This is an optimization exercise on Yosys and OpenROAD, whose aim is small area, not a production implementation. Function was checked by simulation only, so behaviour that the tests miss may differ from the original.

==> flow/design.v (outline; a module is shown in full before it is edited, if it fits) <==
// module cordic_sin_cos: 2232 lines
// module cordic_dds: 173 lines
module cordic_dds (
  input             clk,
  input             rst_n,
  input             cfg_vld,
  input      [31:0] cfg_freq_word,
  input      [31:0] cfg_phase_word,
  output reg        sig_vld_o,
  output     [15:0] sin_o,
  output     [15:0] cos_o
);
  // ...
==> flow/flow/run.sh <==
#!/bin/bash
# Layout flow: the standard ORFS flow (standard.sh), with these changes:
#  - Yosys's synth runs without its internal "abc -fast" (SYNTH_ARGS=-noabc), so the
#    full adders are extracted from the RTL's own ripple-carry structure, without the
#    inverters that the early ABC pass's polarity choices leave around them;
#  - clock tree synthesis uses clkbuf_4 buffers and inserts no dummy loads;
#  - the port buffers are buf_1 cells.
# Everything else (floorplan, power grid, tap cells, placement, routing, repair) is the
# standard flow. The full output of the ORFS run is in standard.log beside this script's
# work folder, and each ORFS step keeps its own log under orfs/logs/.
set -o pipefail
bash standard.sh \
  SYNTH_ARGS=-noabc \
  "CTS_ARGS=-sink_clustering_enable -repair_clock_nets -dont_use_dummy_load -buf_list sky130_fd_sc_hd__clkbuf_4 -sink_clustering_size 10 -sink_clustering_max_diameter 50" \
  "BUFFER_PORTS_ARGS=-buffer_cell sky130_fd_sc_hd__buf_1" \
  finish > standard.log 2>&1
==> flow/standard.sh <==
#!/bin/bash
# synth_recipe.tcl (not shown) runs the flow's synth.tcl, then flattens the netlist and writes it again
# the make line also repeats each setting of config.mk as NAME=value (left out here)
make -C /OpenROAD-flow-scripts/flow DESIGN_CONFIG=/design/flow/config.mk WORK_HOME=/design/flow/orfs CLKGATE_MAP_FILE= SYNTH_SCRIPT=/design/flow/synth_recipe.tcl "${@:-finish}"
==> flow/config.mk <==
export PLATFORM = sky130hd
export DESIGN_NAME = cordic_dds
export DESIGN_NICKNAME = cordic_dds
export VERILOG_FILES = /design/flow/design.v
export SDC_FILE = /design/flow/constraint.sdc
export NUM_CORES = 4
export LEC_CHECK = 0
export ABC_AREA = 1
export CAP_MARGIN = 20
export CORE_MARGIN = 2
export CORE_UTILIZATION = 65
export SLEW_MARGIN = 20
==> flow/constraint.sdc <==
create_clock -name core_clock -period 5.0 [get_ports {clk}]
set_input_delay 1.0000 -clock core_clock [delete_from_list [all_inputs] [get_ports {clk}]]
set_output_delay 1.0000 -clock core_clock [all_outputs]
set_load 0.01 [all_outputs]
==> key figures, run 1 <==
Routing
  • Total number of vias: 23,800
  • Drt via density: 5.23

Die
  • Ports: 100
  • Die Ht: 240 um
  • Initial Util: 65.8%

Worst hold path
  • Worst min-delay path category: reg -> reg

STA
  • Fin Hold WS: 0.246 ns
  • Final setup margin: 0.163 ns
  • Final min period: 4.84 ns
  • Final setup vio count: 0

Final layout
  • Commonest non-fill, non-tap cell in the layout: dfxtp_1
  • Fin util: 69.6%
  • Number of fill cells: 4,262
  • Top flop regs: add_freq_wd x32, phase_accum x32
  • Nets: 4,271

Clocking
  • Clk sinks: 746
  • H-tree Lvls: 3

Logic synthesis
  • Adder-cell share of the synthesized area: 19.7%
  • Most common cell in the netlist: dfxtp_1
  • Most area-consuming cells after synthesis: dfxtp_1 (37%), fa_1 (16%), xor2_1 (11%), nand2_1 (6.6%), dfrtp_1 (4.1%)
  • Post-synthesis mux area share: 0.303%

Worst setup path
  • FF-to-FF End: u_cordic.x_9[19]$_DFF_P_
  • Critical Path Fanout Max: 4

Global routing
  • First-pass GRT wire length: 123,000 um
  • GRT busiest layer: met2

Status
  • Status: timing/DRC/antenna clean
==> inputs of run 2 (changes only) <==
==> flow/flow/run.sh (replaced) <==
#!/bin/bash
# Layout flow: the standard ORFS flow (standard.sh), with these changes:
#  - clock tree synthesis uses clkbuf_4 buffers in clusters of at most 10 sinks within
#    50 um, and inserts no dummy loads;
#  - the port buffers are buf_1 cells.
# Everything else (floorplan, power grid, tap cells, placement, routing, repair) is the
# standard flow. The full output of the ORFS run goes to standard.log in this work
# folder, and each ORFS step keeps its own log under orfs/logs/.
set -o pipefail
bash standard.sh \
  SYNTH_ARGS=-noabc \
  "CTS_ARGS=-sink_clustering_enable -repair_clock_nets -dont_use_dummy_load -buf_list sky130_fd_sc_hd__clkbuf_4 -sink_clustering_size 10 -sink_clustering_max_diameter 50" \
  "BUFFER_PORTS_ARGS=-buffer_cell sky130_fd_sc_hd__buf_1" \
  finish > standard.log 2>&1
--- a/flow/config.mk
+++ b/flow/config.mk
@@ -11,2 +11,3 @@
 export CORE_UTILIZATION = 65
+export GPL_TIMING_DRIVEN = 0
 export SLEW_MARGIN = 20
==> run 2 against run 1 <==
Against the previous run: hold slack worse by 0.087 ns; clock-buffer cell count up 2; die area unchanged; critical endpoint is now u_cordic.z_4[15]$_DFF_P_; clock skew down 0.011 ns; critical path depth down 3; global-route usage up 1.1 points; cell count up 1.3%; highest routed layer is now met4; wire length up 6.6%; synthesized cell count unchanged.
==> key figures, run 2 <==
Status
  • Status: timing/DRC/antenna clean (unchanged)

Logic synthesis
  • Syn Inst Count: 3,650 (unchanged)
  • Largest area contributor in the netlist: dfxtp_1 (unchanged)
  • Register area share after synthesis: 42.1% (unchanged)
  • Most area-consuming cells after synthesis: dfxtp_1 (37%), fa_1 (16%), xor2_1 (11%), nand2_1 (6.6%), dfrtp_1 (4.1%) (unchanged)
  • Post-Syn Nets: 4,113 (unchanged)
  • Seq cells post-synth: 746 (unchanged)
  • Syn Area/Cell: 9.95 sq um (unchanged)
  • Most common cell in the netlist: dfxtp_1 (unchanged)
  • EDFF count, synth: 0 (unchanged)
  • YS warnings: 2 (unchanged)
  • Post-synthesis cell type count: 65 (unchanged)
  • Area of the mapped netlist: 36,300 sq um (unchanged)
  • Top FF cell, synth: dfxtp_1 (unchanged)
  • Synth Area in Compound Gates: 5.59% (unchanged)
  • Largest family of logic cells by synthesized area: adder cells (unchanged)
  • Top cell type's share of synthesized area: 37.3% (unchanged)
  • Adder-cell share of the synthesized area: 19.7% (unchanged)
  • Async S/R FF share, synth: 9.38% (unchanged)
  • Post-synth top cells: dfxtp_1 (676), nand2_1 (642), xor2_1 (443) (unchanged)
  • Area share of and/or/nand/nor cells after synthesis: 12.9% (unchanged)
  • XOR/XNOR share of the synthesized area: 14.7% (unchanged)
  • Post-synthesis mux area share: 0.303% (unchanged)

Routing
  • Drt pass-1 iters: 9 (was 5)
  • Total number of vias: 24,500 (was 23,800)
  • Post-detailed-route count of antenna-violating nets: 0 (unchanged)
  • Drt via density: 5.31 (was 5.23)
  • Routed wire per std cell: 17.3 um (was 16.5 um)
  • Post-route DRC violation count: 0 (unchanged)
  • Total wire length: 79,900 um (was 75,000 um)
  • Drt initial violations: 1,245 (was 1,254)

Global routing
  • Number of global-route vias before repair: 25,600 (was 24,900)
  • GRT busiest layer: met2 (unchanged)
  • Met1 GRT Util: 33.3% (was 32.5%)
  • Met3 capacity usage during global routing: 5.50% (was 3.94%)
  • First-pass GRT wire length: 127,000 um (was 123,000 um)
  • Grt ovf: 0 (unchanged)
  • Met2 global-route usage: 50.1% (was 49.4%)
  • Largest net degree at the start of global routing: 33 (was 75)
  • Antenna violations before repair: 2 (was 3)
  • GRT Util Overall: 28.2% (was 27.1%)

Flow run
  • Max cap viols: 0 (unchanged)

Die
  • Die Ht: 240 um (unchanged)
  • Die area: 57,800 sq um (unchanged)
  • Ports: 100 (unchanged)
  • Horiz. Die Dim: 240 um (unchanged)
  • Initial Util: 65.8% (unchanged)
  • Cell row count: 86 (unchanged)
  • Core area: 55,200 sq um (unchanged)

Place
  • Placed inst area: 37,700 sq um (about the same)
  • Post-DP HPWL: 62,600 um (was 59,800 um)
  • Buffers on Ports: 99 (unchanged)
  • Final Wtd Congestion: 0.997 (was 0.957)

Worst hold path
  • Worst min-delay path category: in -> async (was reg -> reg)

Clocking
  • Cts bufs inserted: 88 (was 86)
  • Clk sinks: 746 (unchanged)
  • Reg clk slew, reported paths: 0.10 ns (was 0.11 ns)
  • H-tree Lvls: 3 (unchanged)
  • Worst skew pair latency: 0.87 ns (was 0.84 ns)
  • CTS tree: built (unchanged)
  • Clock root buffer: clkbuf_4 (unchanged)
  • Clock buffer depth: 3 (unchanged)
  • # hold bufs at CTS: 0 (unchanged)

Final layout
  • Finished Cell Area: 39,000 sq um (was 38,400 sq um)
  • Most frequent cells in the layout: dfxtp_1 (662), nand2_1 (641), xor2_1 (435) (was dfxtp_1 (669), nand2_1 (642), xor2_1 (441))
  • Share of layout cells above drive strength 1: 9.06% (was 7.72%)
  • Nets: 4,329 (was 4,271)
  • Synth-to-layout area growth: 7.44% (was 5.75%)
  • Commonest non-fill, non-tap cell in the layout: dfxtp_1 (unchanged)
  • Top flop regs: add_freq_wd x32, phase_accum x32 (unchanged)

STA
  • Final setup vio count: 0 (unchanged)
  • Crit share post-route: 97.7% (was 96.7%)
  • Worst-Margin Slew: 0.845 ns (was 0.893 ns)
  • Slew headroom: 43.7% (was 40.4%)
  • Fmax: 205 MHz (was 207 MHz)
  • Setup TNS: 0 ns (unchanged)
  • Final Hold Fails: 0 (unchanged)
  • Max Transition Viols Final: 0 (unchanged)
  • Clock Skews: 0.0892 ns (was 0.0999 ns)
  • Final min period: 4.89 ns (was 4.84 ns)

Worst setup path
  • Worst EP arrival: 5.64 ns (was 5.53 ns)
  • CP Class: reg -> reg (unchanged)
  • Critical path launch point: u_cordic.zp_3$_DFF_P_ (was u_cordic.d_9_r10$_DFF_P_)
  • RR Startpoint: u_cordic.zp_3$_DFF_P_ (was u_cordic.d_9_r10$_DFF_P_)
  • Critical Path Fanout Max: 6 (was 4)
  • Crit path capture type: flop (unchanged)
  • R2r setup slk: 0.11 ns (was 0.16 ns)
  • CP Launch Type: flop (unchanged)
  • Worst Path Required: 5.75 ns (was 5.69 ns)
## run 2: changes by cell type in the layout (fill, tap and decap cells not counted), sizes merged
cell,before,now
diode,2,3
buf,151,162
clkbuf,87,134
## run 2: cells by family (layout without fill, tap and decap cells)
| logic type | count (synthesis) | in the layout |
|---|---|---|
| multiplexers | 10 | 10 |
| other | 0 | 3 |
| AND/OR/NAND/NOR | 1102 | 1102 |
| XOR/XNOR | 608 | 608 |
| flip-flops | 746 | 746 |
| buffers and inverters | 443 | 657 |
| adder cells (fa/ha/maj) | 396 | 396 |
| AO/OA/AOI/OAI | 345 | 345 |
## run 2: metal layers
metal,wire (um),part of all wire [%],up-vias
met4,3730,4.7,0
met3,4650,5.8,237
met5,0,0,-
met1,31200,39,11800
li1,-,-,11800
met2,40300,50,689
## run 2: metrics by stage
step           hold slack, ns  util [%]  std cells  setup slack, ns
6_report                0.159      70.7       4615            0.114
3_5_place_dp            0.312      68.3       4499           -0.860
4_1_cts                0.0773      69.9       4591          -0.0301
2_1_floorplan           0.310         -       3650         -0.00584
5_1_grt                0.0899      70.7       4615           -0.122
3_3_place_gp            0.315      68.2       4497           -0.777
## run 2: final cells by class
cell class / count / area, sq um
Antenna cell: 3 / 7.51
Tap cell: 748 / 936
Timing Repair Buffer: 131 / 646
Inverter: 361 / 1360
Fill cell: 4046 / 16200
Multi-Input combinational cell: 2461 / 19600
Sequential cell: 746 / 15300
Buffer: 77 / 477
Clock buffer: 88 / 661
## run 2: final timing paths
| path | endpoint | depth (start not counted) |
|---|---|---|
| max in group asynchronous | add_freq_wd[21]$_DFFE_PN1P_ | 3 |
| min reg2reg | u_cordic.z_1[6]$_DFF_P_ | 0 |
| max reg2reg | u_cordic.z_4[15]$_DFF_P_ | 17 |
| max | u_cordic.z_4[15]$_DFF_P_ | 17 |
| min | phase_accum[13]$_DFF_PN0_ | 1 |
| min in group core_clock | u_cordic.z_1[6]$_DFF_P_ | 0 |
## run 2: worst max-delay path, stage by stage, from the launching register on
cell      delay, ns
dfxtp_4        0.38
fa_1           0.45
fa_1           0.48
fa_1           0.47
fa_1           0.48
fa_2           0.42
fa_2           0.40
fa_2           0.40
nand3_1        0.14
nor2_1         0.09
nand2_1        0.11
inv_1          0.09
nand3_1        0.11
o21bai_1       0.08
ha_1           0.21
xor2_2         0.18
xor2_1         0.19
inv_1          0.07
## run 2: timing repair
item                       in CTS  in global routing
setup buffers                   7                 23
gates resized for setup        70                 71
pin swaps                       5                 10
setup endpoints to repair     127                 63
==> inputs of run 3 (changes only) <==
--- a/flow/config.mk
+++ b/flow/config.mk
@@ -11,3 +11,2 @@
 export CORE_UTILIZATION = 65
-export GPL_TIMING_DRIVEN = 0
 export SLEW_MARGIN = 20
==> run 3 against run 2 <==
Against the previous run: non-clock buffer count shrank 56; final area shrank 1.6%; die area is the same; synthesized cell count is the same; register-to-register slack gained 0.05 ns; area after synthesis is the same; global-route usage shrank 1.1 points; clock skew grew 0.011 ns.
==> key figures, run 3 <==
Logic synthesis
  • Async S/R FF share, synth: 9.38% (unchanged)
  • Post-synth top cells: dfxtp_1 (676), nand2_1 (642), xor2_1 (443) (unchanged)
  • Area of the mapped netlist: 36,300 sq um (unchanged)
  • Largest area contributor in the netlist: dfxtp_1 (unchanged)
  • Top FF cell, synth: dfxtp_1 (unchanged)
  • YS warnings: 2 (unchanged)
  • Top cell type's share of synthesized area: 37.3% (unchanged)
  • EDFF count, synth: 0 (unchanged)
  • Post-synthesis cell type count: 65 (unchanged)
  • Seq cells post-synth: 746 (unchanged)
  • Syn Area/Cell: 9.95 sq um (unchanged)
  • Most common cell in the netlist: dfxtp_1 (unchanged)
  • Syn Inst Count: 3,650 (unchanged)
  • Most area-consuming cells after synthesis: dfxtp_1 (37%), fa_1 (16%), xor2_1 (11%), nand2_1 (6.6%), dfrtp_1 (4.1%) (unchanged)
  • Post-Syn Nets: 4,113 (unchanged)
  • Register area share after synthesis: 42.1% (unchanged)

Place
  • Post-DP HPWL: 59,800 um (was 62,600 um)
  • Buffers on Ports: 99 (unchanged)
  • Placed inst area: 37,700 sq um (about the same)
  • Final Wtd Congestion: 0.957 (was 0.997)
  • DP Cell Count: 4,468 (was 4,499)

Worst setup path
  • Worst EP arrival: 5.53 ns (was 5.64 ns)
  • FF-to-FF path depth: 20 (was 17)
  • CP Launch Type: flop (unchanged)
  • Crit path capture type: flop (unchanged)
  • Critical Path Fanout Max: 4 (was 6)
  • CP Class: reg -> reg (unchanged)
  • Worst Path Required: 5.69 ns (was 5.75 ns)

Final layout
  • Final Instance Count excl. Fillers: 4,556 (was 4,615)
  • Most frequent cells in the layout: dfxtp_1 (669), nand2_1 (642), xor2_1 (441) (was dfxtp_1 (662), nand2_1 (641), xor2_1 (435))
  • Synth-to-layout area growth: 5.75% (was 7.44%)
  • Commonest non-fill, non-tap cell in the layout: dfxtp_1 (unchanged)
  • Top flop regs: add_freq_wd x32, phase_accum x32 (unchanged)
  • Nets: 4,271 (was 4,329)
  • Fin util: 69.6% (was 70.7%)
  • Share of layout cells above drive strength 1: 7.72% (was 9.06%)
  • Finished Cell Area: 38,400 sq um (was 39,000 sq um)

Clocking
  • Reg clk slew, reported paths: 0.11 ns (was 0.10 ns)
  • H-tree Lvls: 3 (unchanged)
  • Clock root buffer: clkbuf_4 (unchanged)
  • Clock buffer depth: 3 (unchanged)
  • CTS tree: built (unchanged)
  • Post-CTS Setup Bufs: 0 (was 7)
  • Clk sinks: 746 (unchanged)
  • Worst skew pair latency: 0.84 ns (was 0.87 ns)
  • Cts bufs inserted: 86 (was 88)
  • # hold bufs at CTS: 0 (unchanged)

STA
  • Crit share post-route: 96.7% (was 97.7%)
  • Max Transition Viols Final: 0 (unchanged)
  • Fmax: 207 MHz (was 205 MHz)
  • RSZ-0062 raised after global routing: true
  • Worst-Margin Slew: 0.893 ns (was 0.845 ns)
  • Final Hold Fails: 0 (unchanged)
  • Setup TNS: 0 ns (unchanged)
  • Final setup vio count: 0 (unchanged)
  • Final min period: 4.84 ns (was 4.89 ns)
  • Clock Skews: 0.0999 ns (was 0.0892 ns)
  • Slew headroom: 40.4% (was 43.7%)
  • Fin Hold WS: 0.246 ns (was 0.159 ns)

Status
  • Status: timing/DRC/antenna clean (unchanged)

Die
  • Core area: 55,200 sq um (unchanged)
  • Ports: 100 (unchanged)
  • Die Ht: 240 um (unchanged)
  • Initial Util: 65.8% (unchanged)
  • Horiz. Die Dim: 240 um (unchanged)
  • Cell row count: 86 (unchanged)
  • Die area: 57,800 sq um (unchanged)

Flow run
  • Max cap viols: 0 (unchanged)

Routing
  • Post-route DRC violation count: 0 (unchanged)
  • Routed wire per std cell: 16.5 um (was 17.3 um)
  • Total wire length: 75,000 um (was 79,900 um)
  • Drt via density: 5.23 (was 5.31)
  • Post-detailed-route count of antenna-violating nets: 0 (unchanged)
  • Drt pass-1 iters: 5 (was 9)
  • Drt initial violations: 1,254 (was 1,245)
  • Total number of vias: 23,800 (was 24,500)

Global routing
  • Largest net degree at the start of global routing: 75 (was 33)
  • GRT Util Overall: 27.1% (was 28.2%)
  • First-pass GRT wire length: 123,000 um (was 127,000 um)
  • Number of global-route vias before repair: 24,900 (was 25,600)
  • Grt ovf: 0 (unchanged)
  • Antenna violations before repair: 3 (was 2)

Worst hold path
  • Hold path cells: 0
  • Worst min-delay path category: reg -> reg (was in -> async)
[run 3: cell types whose count changed in the layout (fill, tap and decap cells not counted), moves of 7 or more]
cell	delta
fa_1	+24
dfxtp_1	+7
fa_2	-24
dfxtp_4	-10
buf_2	-10
clkbuf_1	-46
buf_4	+18
[run 3: cell families after synthesis]
group / count (synthesis) / share of synthesized area, %
adders and majority gates: 396 / 19.7
muxes: 10 / 0.303
and+or+nand+nor: 1102 / 12.9
xor gates and xnor gates: 608 / 14.7
DFF: 746 / 42.1
AOI/OAI and AO/OA: 345 / 5.59
buffers and inverters: 443 / 4.74
[run 3: timing repair]
action / in CTS / in global routing
resized for setup: 2 / 25
pin swaps: 0 / 1
setup endpoints to repair: 1 / 20
[run 3: worst max-delay path, stage by stage (launching register included)]
cell,delay (ns)
dfxtp_4,0.40
xor2_2,0.17
fa_1,0.20
inv_1,0.06
fa_1,0.41
fa_1,0.43
fa_1,0.46
fa_1,0.44
nand3_1,0.12
nor2_1,0.07
nand2_1,0.09
o21bai_1,0.10
fa_1,0.44
or2_1,0.27
o21ai_2,0.21
nand3_1,0.17
a21oi_2,0.19
nand2_1,0.11
a21oi_2,0.16
nand2_1,0.08
xor2_1,0.14
[run 3: final timing paths]
check,endpoint,startpoint,slack [ns]
worst max register to register,u_cordic.x_9[19]$_DFF_P_,u_cordic.d_9_r10$_DFF_P_,0.16
max in group asynchronous,phase_accum[19]$_DFF_PN0_,rst_n,4.02
worst max-delay path,u_cordic.x_9[19]$_DFF_P_,u_cordic.d_9_r10$_DFF_P_,0.16
worst min register to register,u_cordic.s_r3$_DFF_P_,u_cordic.s_r2$_DFF_P_,0.25
min in group asynchronous,phase_accum[27]$_DFF_PN0_,rst_n,0.38
worst min-delay path,u_cordic.s_r3$_DFF_P_,u_cordic.s_r2$_DFF_P_,0.25
[run 3: through the flow]
stage / setup WS [ns]
after floorplan: -0.00584
after global placement: 0.0762
after detailed placement: -0.0281
after CTS: 0.00693
after global routing: -0.130
final: 0.163
[run 3: per-layer routing]
layer | part of all wire [%] | routed length (um) | global-route usage [%] | vias up
met1 | 41 | 30700 | 32.5 | 11400
met5 | 0.015 | 11 | 0 | -
met2 | 51 | 38400 | 49.4 | 560
met3 | 4.3 | 3250 | 3.94 | 174
li1 | - | - | - | 11700
met4 | 3.5 | 2620 | 9.94 | 2
[run 3: layout make-up]
class | instances | area, sq um
antenna | 2 | 5.00
sequential | 746 | 15300
tap | 748 | 936
timing repair buffer | 152 | 788
multi-input combinational | 2461 | 19400
clock buffer | 86 | 646
fill | 4262 | 16800
inverter | 361 | 1360
==> inputs of run 4 (changes only) <==
--- a/flow/config.mk
+++ b/flow/config.mk
@@ -10,3 +10,3 @@
 export CORE_MARGIN = 2
-export CORE_UTILIZATION = 65
+export CORE_UTILIZATION = 60
 export SLEW_MARGIN = 20
==> run 4 against run 3 <==
Against the previous run: still clean on timing, DRC and antenna; global-route usage down 2.3 points; synthesized cell count unchanged; non-clock buffer count is 6 lower.
==> key figures, run 4 <==
Status
  • Status: timing/DRC/antenna clean (unchanged)

Logic synthesis
  • Syn Inst Count: 3,650 (unchanged)
  • Post-Syn Nets: 4,113 (unchanged)
  • YS warnings: 2 (unchanged)
  • Seq cells post-synth: 746 (unchanged)
  • Area of the mapped netlist: 36,300 sq um (unchanged)
  • Post-synth top cells: dfxtp_1 (676), nand2_1 (642), xor2_1 (443) (unchanged)
  • Largest area contributor in the netlist: dfxtp_1 (unchanged)
  • Post-synthesis cell type count: 65 (unchanged)
  • Async S/R FF share, synth: 9.38% (unchanged)
  • Most area-consuming cells after synthesis: dfxtp_1 (37%), fa_1 (16%), xor2_1 (11%), nand2_1 (6.6%), dfrtp_1 (4.1%) (unchanged)
  • EDFF count, synth: 0 (unchanged)
  • Register area share after synthesis: 42.1% (unchanged)
  • Top FF cell, synth: dfxtp_1 (unchanged)
  • Top cell type's share of synthesized area: 37.3% (unchanged)
  • Most common cell in the netlist: dfxtp_1 (unchanged)
  • Syn Area/Cell: 9.95 sq um (unchanged)

Clocking
  • Clock buffer depth: 3 (unchanged)
  • CTS tree: built (unchanged)
  • Reg clk slew, reported paths: 0.11 ns (about the same)
  • Clock root buffer: clkbuf_4 (unchanged)
  • Worst skew pair latency: 0.90 ns (was 0.84 ns)
  • # hold bufs at CTS: 0 (unchanged)
  • H-tree Lvls: 3 (unchanged)
  • Clk sinks: 746 (unchanged)
  • Cts bufs inserted: 91 (was 86)

STA
  • Max Transition Viols Final: 0 (unchanged)
  • Worst-Margin Slew: 0.910 ns (was 0.893 ns)
  • Final setup vio count: 0 (unchanged)
  • Fmax: 209 MHz (was 207 MHz)
  • Final min period: 4.78 ns (was 4.84 ns)
  • Crit share post-route: 95.6% (was 96.7%)
  • Clock Skews: 0.128 ns (was 0.0999 ns)
  • Final setup margin: 0.220 ns (was 0.163 ns)
  • Final Hold Fails: 0 (unchanged)
  • Slew headroom: 39.3% (was 40.4%)

Worst setup path
  • Buffer and inverter count on the worst path: 0 (was 1)
  • Worst Path Required: 5.74 ns (was 5.69 ns)
  • Crit path capture type: flop (unchanged)
  • Critical Path Fanout Max: 4 (unchanged)
  • CP max stage cell: fa_1 (unchanged)
  • CP Depth: 17 (was 20)
  • Worst EP arrival: 5.51 ns (was 5.53 ns)
  • CP max stage delay: 0.47 ns (was 0.46 ns)
  • CP Class: reg -> reg (unchanged)
  • Critical path's top delay family: adder cells (unchanged)
  • Critical-path cell list: xor2_1 -> fa_1 -> fa_1 -> fa_1 -> fa_1 -> fa_1 -> nand3_1 -> nor2_1 -> nand2_1 -> o21bai_1 -> fa_2 -> or2_2 -> o21ai_4 -> nand3_2 -> a21oi_2 -> nand4_1 -> xor2_1 (was xor2_2 -> fa_1 -> inv_1 -> fa_1 -> fa_1 -> fa_1 -> fa_1 -> nand3_1 -> nor2_1 -> nand2_1 -> o21bai_1 -> fa_1 -> or2_1 -> o21ai_2 -> nand3_1 -> a21oi_2 -> nand2_1 -> a21oi_2 -> nand2_1 -> xor2_1)
  • FF-to-FF path depth: 17 (was 20)
  • CP dominant cell by count: fa_1 (unchanged)
  • CP Launch Type: flop (unchanged)

Final layout
  • Share of layout cells above drive strength 1: 7.88% (was 7.72%)
  • Commonest non-fill, non-tap cell in the layout: dfxtp_1 (unchanged)
  • Finished Cell Area: 38,500 sq um (was 38,400 sq um)
  • Nets: 4,270 (was 4,271)
  • Synth-to-layout area growth: 5.95% (was 5.75%)
  • Multi-input logic area: 19,400 sq um (about the same)
  • FF/Latch Area: 15,300 sq um (about the same)
  • Number of fill cells: 5,031 (was 4,262)
  • Top flop regs: add_freq_wd x32, phase_accum x32 (unchanged)
  • Fin util: 64.0% (was 69.6%)
  • Most frequent cells in the layout: dfxtp_1 (667), nand2_1 (642), xor2_1 (440) (was dfxtp_1 (669), nand2_1 (642), xor2_1 (441))

Worst hold path
  • Worst min-delay path category: in -> async (was reg -> reg)

Global routing
  • First-pass GRT wire length: 124,000 um (was 123,000 um)
  • Antenna violations before repair: 4 (was 3)
  • Number of global-route vias before repair: 25,000 (was 24,900)
  • Largest net degree at the start of global routing: 75 (unchanged)
  • GRT Util Overall: 24.8% (was 27.1%)
  • Grt ovf: 0 (unchanged)

Routing
  • Total wire length: 74,500 um (was 75,000 um)
  • Drt initial violations: 1,238 (was 1,254)
  • Total number of vias: 23,600 (was 23,800)
  • Drt via density: 5.13 (was 5.23)
  • Post-route DRC violation count: 0 (unchanged)
  • Routed wire per std cell: 16.2 um (was 16.5 um)
  • Post-detailed-route count of antenna-violating nets: 0 (unchanged)
  • Drt pass-1 iters: 7 (was 5)

Place
  • Buffers on Ports: 99 (unchanged)
  • Final Wtd Congestion: 0.937 (was 0.957)
  • Setup WS pre-CTS: -0.0163 ns (was -0.0281 ns)
  • Placed inst area: 37,700 sq um (about the same)
  • Post-DP HPWL: 59,100 um (was 59,800 um)

Die
  • Horiz. Die Dim: 250 um (was 240 um)
  • Ports: 100 (unchanged)
  • Core area: 60,100 sq um (was 55,200 sq um)
  • Die Ht: 250 um (was 240 um)
  • Die area: 62,500 sq um (was 57,800 sq um)
  • Cell row count: 90 (was 86)
  • Initial Util: 60.4% (was 65.8%)

Flow run
  • Max cap viols: 0 (unchanged)
run 4: cell types whose count changed in the layout (fill, tap and decap cells not counted), moves of 3 or more:
cell,before,now
buf_4,51,44
clkbuf_4,86,91
fa_1,281,278
fa_2,10,13
run 4: final cells by class:
class | instances | share of cell area (%)
antenna | 1 | 0.00650
clock buffer | 91 | 1.78
inverter | 361 | 3.53
multi-input combinational | 2461 | 50.4
sequential | 746 | 39.8
tap | 782 | 2.54
timing repair buffer | 146 | 1.97
run 4: logic make-up (layout without fill, tap and decap cells):
kind of cell | after synthesis | in the layout | share of synthesized area (%)
AND/OR/NAND/NOR | 1102 | 1102 | 12.9
flip-flops | 746 | 746 | 42.1
other | 0 | 1 | 0
buffers and inverters | 443 | 598 | 4.74
XOR/XNOR | 608 | 608 | 14.7
AO/OA/AOI/OAI | 345 | 345 | 5.59
adder cells (fa/ha/maj) | 396 | 396 | 19.7
multiplexers | 10 | 10 | 0.303
run 4: worst paths after layout:
kind	start	end	slack (ns)
min in group core_clock	u_cordic.z_0[7]$_DFF_P_	u_cordic.z_1[7]$_DFF_P_	0.23
min	rst_n	add_freq_wd[3]$_DFFE_PN0P_	0.23
min reg2reg	u_cordic.z_0[7]$_DFF_P_	u_cordic.z_1[7]$_DFF_P_	0.23
max	u_cordic.d_9_r10$_DFF_P_	u_cordic.y_9[19]$_DFF_P_	0.22
max reg2reg	u_cordic.d_9_r10$_DFF_P_	u_cordic.y_9[19]$_DFF_P_	0.22
max in group asynchronous	rst_n	add_freq_wd[19]$_DFFE_PN1P_	3.71
run 4: metal layers:
layer	track usage [%]	routed length (um)	vias to the layer above
met1	29.2	30100	11300
li1	-	-	11700
met2	44.8	38200	442
met4	9.03	2530	2
met3	5.23	3680	150
met5	0	13	-
run 4: timing repair:
action / CTS / global route
pin swaps: 0 / 0
endpoints found under the setup margin: 5 / 19
buffers inserted: 0 / 1
resized for setup: 4 / 29
run 4: through the flow:
step / hold WS, ns / setup TNS [ns] / instances
2_1_floorplan: 0.310 / -0.00584 / 3650
3_5_place_dp: 0.312 / -0.0358 / 4495
3_3_place_gp: 0.312 / 0 / 4495
6_report: 0.231 / 0 / 4588
4_1_cts: 0.159 / 0 / 4586
5_1_grt: 0.215 / -0.00232 / 4588
==> inputs of run 5 (changes only) <==
--- a/flow/flow/run.sh
+++ b/flow/flow/run.sh
@@ -11,3 +11,3 @@
   SYNTH_ARGS=-noabc \
-  "CTS_ARGS=-sink_clustering_enable -repair_clock_nets -dont_use_dummy_load -buf_list sky130_fd_sc_hd__clkbuf_4 -sink_clustering_size 10 -sink_clustering_max_diameter 50" \
+  "CTS_ARGS=-sink_clustering_enable -repair_clock_nets -dont_use_dummy_load -buf_list {sky130_fd_sc_hd__clkbuf_2 sky130_fd_sc_hd__clkbuf_4} -sink_clustering_size 10 -sink_clustering_max_diameter 50" \
   "BUFFER_PORTS_ARGS=-buffer_cell sky130_fd_sc_hd__buf_1" \
--- a/flow/config.mk
+++ b/flow/config.mk
@@ -10,3 +10,3 @@
 export CORE_MARGIN = 2
-export CORE_UTILIZATION = 60
+export CORE_UTILIZATION = 65
 export SLEW_MARGIN = 20
==> run 5 against run 4 <==
Against the previous run: first-iteration DRC count is 1.3% higher; still clean on timing, DRC and antenna; utilization increased by 5.6 points; clock-buffer cell count fell by 5; hold slack improved by 0.015 ns; worst setup slack worse by 0.058 ns; largest cell class unchanged; non-clock buffer count up 6; critical path depth grew 3; wire length is 0.59% higher; maximum frequency is 1.2% lower; critical endpoint is now u_cordic.x_9[19]$_DFF_P_; global-route usage grew 2.3 points.
==> key figures, run 5 <==
Logic synthesis
  • Most common cell in the netlist: dfxtp_1 (unchanged)
  • Post-Syn Nets: 4,113 (unchanged)
  • Top cell type's share of synthesized area: 37.3% (unchanged)
  • Most area-consuming cells after synthesis: dfxtp_1 (37%), fa_1 (16%), xor2_1 (11%), nand2_1 (6.6%), dfrtp_1 (4.1%) (unchanged)
  • Async S/R FF share, synth: 9.38% (unchanged)
  • Post-synth top cells: dfxtp_1 (676), nand2_1 (642), xor2_1 (443) (unchanged)
  • Register area share after synthesis: 42.1% (unchanged)
  • Seq cells post-synth: 746 (unchanged)
  • Syn Area/Cell: 9.95 sq um (unchanged)
  • Syn Inst Count: 3,650 (unchanged)
  • YS warnings: 2 (unchanged)
  • Largest area contributor in the netlist: dfxtp_1 (unchanged)
  • Area of the mapped netlist: 36,300 sq um (unchanged)
  • Post-synthesis cell type count: 65 (unchanged)
  • EDFF count, synth: 0 (unchanged)
  • Top FF cell, synth: dfxtp_1 (unchanged)

Worst setup path
  • CP Class: reg -> reg (unchanged)
  • CP max stage delay: 0.46 ns (was 0.47 ns)
  • CP max stage cell: fa_1 (unchanged)
  • CP Launch Type: flop (unchanged)
  • Critical path's top delay family: adder cells (unchanged)
  • Critical Path Fanout Max: 4 (unchanged)
  • CP dominant cell by count: fa_1 (unchanged)
  • Buffer and inverter count on the worst path: 1 (was 0)
  • Worst Path Required: 5.69 ns (was 5.74 ns)
  • Critical-path cell list: xor2_2 -> fa_1 -> inv_1 -> fa_1 -> fa_1 -> fa_1 -> fa_1 -> nand3_1 -> nor2_1 -> nand2_1 -> o21bai_1 -> fa_1 -> or2_1 -> o21ai_2 -> nand3_1 -> a21oi_2 -> nand2_1 -> a21oi_2 -> nand2_1 -> xor2_1 (was xor2_1 -> fa_1 -> fa_1 -> fa_1 -> fa_1 -> fa_1 -> nand3_1 -> nor2_1 -> nand2_1 -> o21bai_1 -> fa_2 -> or2_2 -> o21ai_4 -> nand3_2 -> a21oi_2 -> nand4_1 -> xor2_1)
  • Crit path capture type: flop (unchanged)
  • Worst EP arrival: 5.53 ns (was 5.51 ns)

Final layout
  • Finished Cell Area: 38,400 sq um (was 38,500 sq um)
  • Share of layout cells above drive strength 1: 7.72% (was 7.88%)
  • Top flop regs: add_freq_wd x32, phase_accum x32 (unchanged)
  • Fin util: 69.6% (was 64.0%)
  • Most frequent cells in the layout: dfxtp_1 (669), nand2_1 (642), xor2_1 (441) (was dfxtp_1 (667), nand2_1 (642), xor2_1 (440))
  • Commonest non-fill, non-tap cell in the layout: dfxtp_1 (unchanged)
  • Synth-to-layout area growth: 5.75% (was 5.95%)
  • Nets: 4,271 (was 4,270)

Die
  • Horiz. Die Dim: 240 um (was 250 um)
  • Core area: 55,200 sq um (was 60,100 sq um)
  • Cell row count: 86 (was 90)
  • Ports: 100 (unchanged)
  • Die area: 57,800 sq um (was 62,500 sq um)
  • Initial Util: 65.8% (was 60.4%)
  • Die Ht: 240 um (was 250 um)

STA
  • Clock Skews: 0.0999 ns (was 0.128 ns)
  • Slew headroom: 40.4% (was 39.3%)
  • Final min period: 4.84 ns (was 4.78 ns)
  • Max Transition Viols Final: 0 (unchanged)
  • Final setup vio count: 0 (unchanged)
  • Setup TNS: 0 ns (unchanged)
  • RSZ-0062 raised after global routing: true
  • Fmax: 207 MHz (was 209 MHz)
  • Final Hold Fails: 0 (unchanged)
  • Worst-Margin Slew: 0.893 ns (was 0.910 ns)
  • Crit share post-route: 96.7% (was 95.6%)

Routing
  • Post-detailed-route count of antenna-violating nets: 0 (unchanged)
  • Total number of vias: 23,800 (was 23,600)
  • Drt initial violations: 1,254 (was 1,238)
  • Total wire length: 75,000 um (was 74,500 um)
  • Routed wire per std cell: 16.5 um (was 16.2 um)
  • Drt via density: 5.23 (was 5.13)
  • Drt pass-1 iters: 5 (was 7)
  • Post-route DRC violation count: 0 (unchanged)

Place
  • Post-DP HPWL: 59,800 um (was 59,100 um)
  • Buffers on Ports: 99 (unchanged)
  • Placed inst area: 37,700 sq um (about the same)
  • Final Wtd Congestion: 0.957 (was 0.937)

Worst hold path
  • Worst min-delay path category: reg -> reg (was in -> async)

Status
  • Status: timing/DRC/antenna clean (unchanged)

Clocking
  • Clock root buffer: clkbuf_4 (unchanged)
  • # hold bufs at CTS: 0 (unchanged)
  • Post-CTS Setup Bufs: 0 (unchanged)
  • CTS tree: built (unchanged)
  • Clock buffer depth: 3 (unchanged)
  • Reg clk slew, reported paths: 0.11 ns (about the same)
  • Cts bufs inserted: 86 (was 91)
  • Clk sinks: 746 (unchanged)
  • H-tree Lvls: 3 (unchanged)
  • Worst skew pair latency: 0.84 ns (was 0.90 ns)

Flow run
  • Max cap viols: 0 (unchanged)

Global routing
  • Grt ovf: 0 (unchanged)
  • Largest net degree at the start of global routing: 75 (unchanged)
  • GRT Util Overall: 27.1% (was 24.8%)
  • Antenna violations before repair: 3 (was 4)
  • Number of global-route vias before repair: 24,900 (was 25,000)
  • First-pass GRT wire length: 123,000 um (was 124,000 um)
-- run 5: stage by stage --
stage	instances	setup slack [ns]	hold slack, ns
after global placement	4468	0.0762	0.311
after detailed placement	4468	-0.0281	0.312
after floorplan	3650	-0.00584	0.310
after global routing	4556	-0.130	0.262
final	4556	0.163	0.246
after CTS	4554	0.00693	0.259
-- run 5: layout make-up --
type                    count  area (sq um)
diodes                      2          5.00
clock buffers              86           646
fillers                  4262         16800
inverters                 361          1360
multi-input cells        2461         19400
flip-flops and latches    746         15300
well taps                 748           936
repair buffers            152           788
-- run 5: cell families after synthesis --
| logic type | share of synthesized area (%) |
|---|---|
| and+or+nand+nor | 12.9 |
| DFF | 42.1 |
| muxes | 0.303 |
| adders and majority gates | 19.7 |
| buffers and inverters | 4.74 |
| xor gates and xnor gates | 14.7 |
| AOI/OAI and AO/OA | 5.59 |
-- run 5: final timing paths --
check	start	endpoint	slack, ns	depth (start not counted)
setup / recovery	u_cordic.d_9_r10$_DFF_P_	u_cordic.x_9[19]$_DFF_P_	0.16	20
hold / removal	u_cordic.s_r2$_DFF_P_	u_cordic.s_r3$_DFF_P_	0.25	0
setup reg to reg	u_cordic.d_9_r10$_DFF_P_	u_cordic.x_9[19]$_DFF_P_	0.16	20
hold reg to reg	u_cordic.s_r2$_DFF_P_	u_cordic.s_r3$_DFF_P_	0.25	0
max in group asynchronous	rst_n	phase_accum[19]$_DFF_PN0_	4.02	2
min in group asynchronous	rst_n	phase_accum[27]$_DFF_PN0_	0.38	2
-- run 5: per-layer routing --
layer | wire (um) | track usage (%) | vias to the layer above
met5 | 11 | 0 | -
met4 | 2620 | 9.94 | 2
met3 | 3250 | 3.94 | 174
met1 | 30700 | 32.5 | 11400
met2 | 38400 | 49.4 | 560
li1 | - | - | 11700
-- run 5: worst reg2reg max path, cell delays in order (launching register included) --
cell and delay [ns]:
dfxtp_4 0.40, xor2_2 0.17, fa_1 0.20, inv_1 0.06, fa_1 0.41, fa_1 0.43
fa_1 0.46, fa_1 0.44, nand3_1 0.12, nor2_1 0.07, nand2_1 0.09, o21bai_1 0.10
fa_1 0.44, or2_1 0.27, o21ai_2 0.21, nand3_1 0.17, a21oi_2 0.19, nand2_1 0.11
a21oi_2 0.16, nand2_1 0.08, xor2_1 0.14
-- run 5: timing repair --
action,CTS,global route
gates resized for setup,2,25
gates cloned,0,0
setup endpoints to repair,1,20
pin swaps,0,1

separate check: timing with driven ports:
The results above use ideal ports. As a check the final layouts listed here were re-extracted and re-timed, cells and wires unchanged.
Step 1, drivers: a clkbuf_16 drives clk and a buf_2 each remaining input, both assumed.
Step 2, shift: input delay + t, output delay - t, t = (earliest + latest rising clock arrival at the registers) / 2. This alone moves slack from input paths to output paths.
Slacks: no drivers / after step 1 / after step 2; pairs: no drivers / after step 1.
| run | shift t [ns] | slack for setup (ns) | worst setup path at the end | latest minus earliest clock arrival (ns) |
|---|---|---|---|---|
| run 1 | 0.851 | 0.163 / 0.163 / 0.163 | register to register | 0.101 / 0.100 |
| run 2 | 0.875 | 0.114 / 0.114 / 0.114 | register to register | 0.105 / 0.105 |
| run 3 | 0.851 | 0.163 / 0.163 / 0.163 | register to register | 0.101 / 0.100 |
| run 4 | 0.885 | 0.220 / 0.220 / 0.220 | register to register | 0.151 / 0.151 |
| run 5 | 0.851 | 0.163 / 0.163 / 0.163 | register to register | 0.101 / 0.100 |
After both steps setup and hold are still met in every run listed.
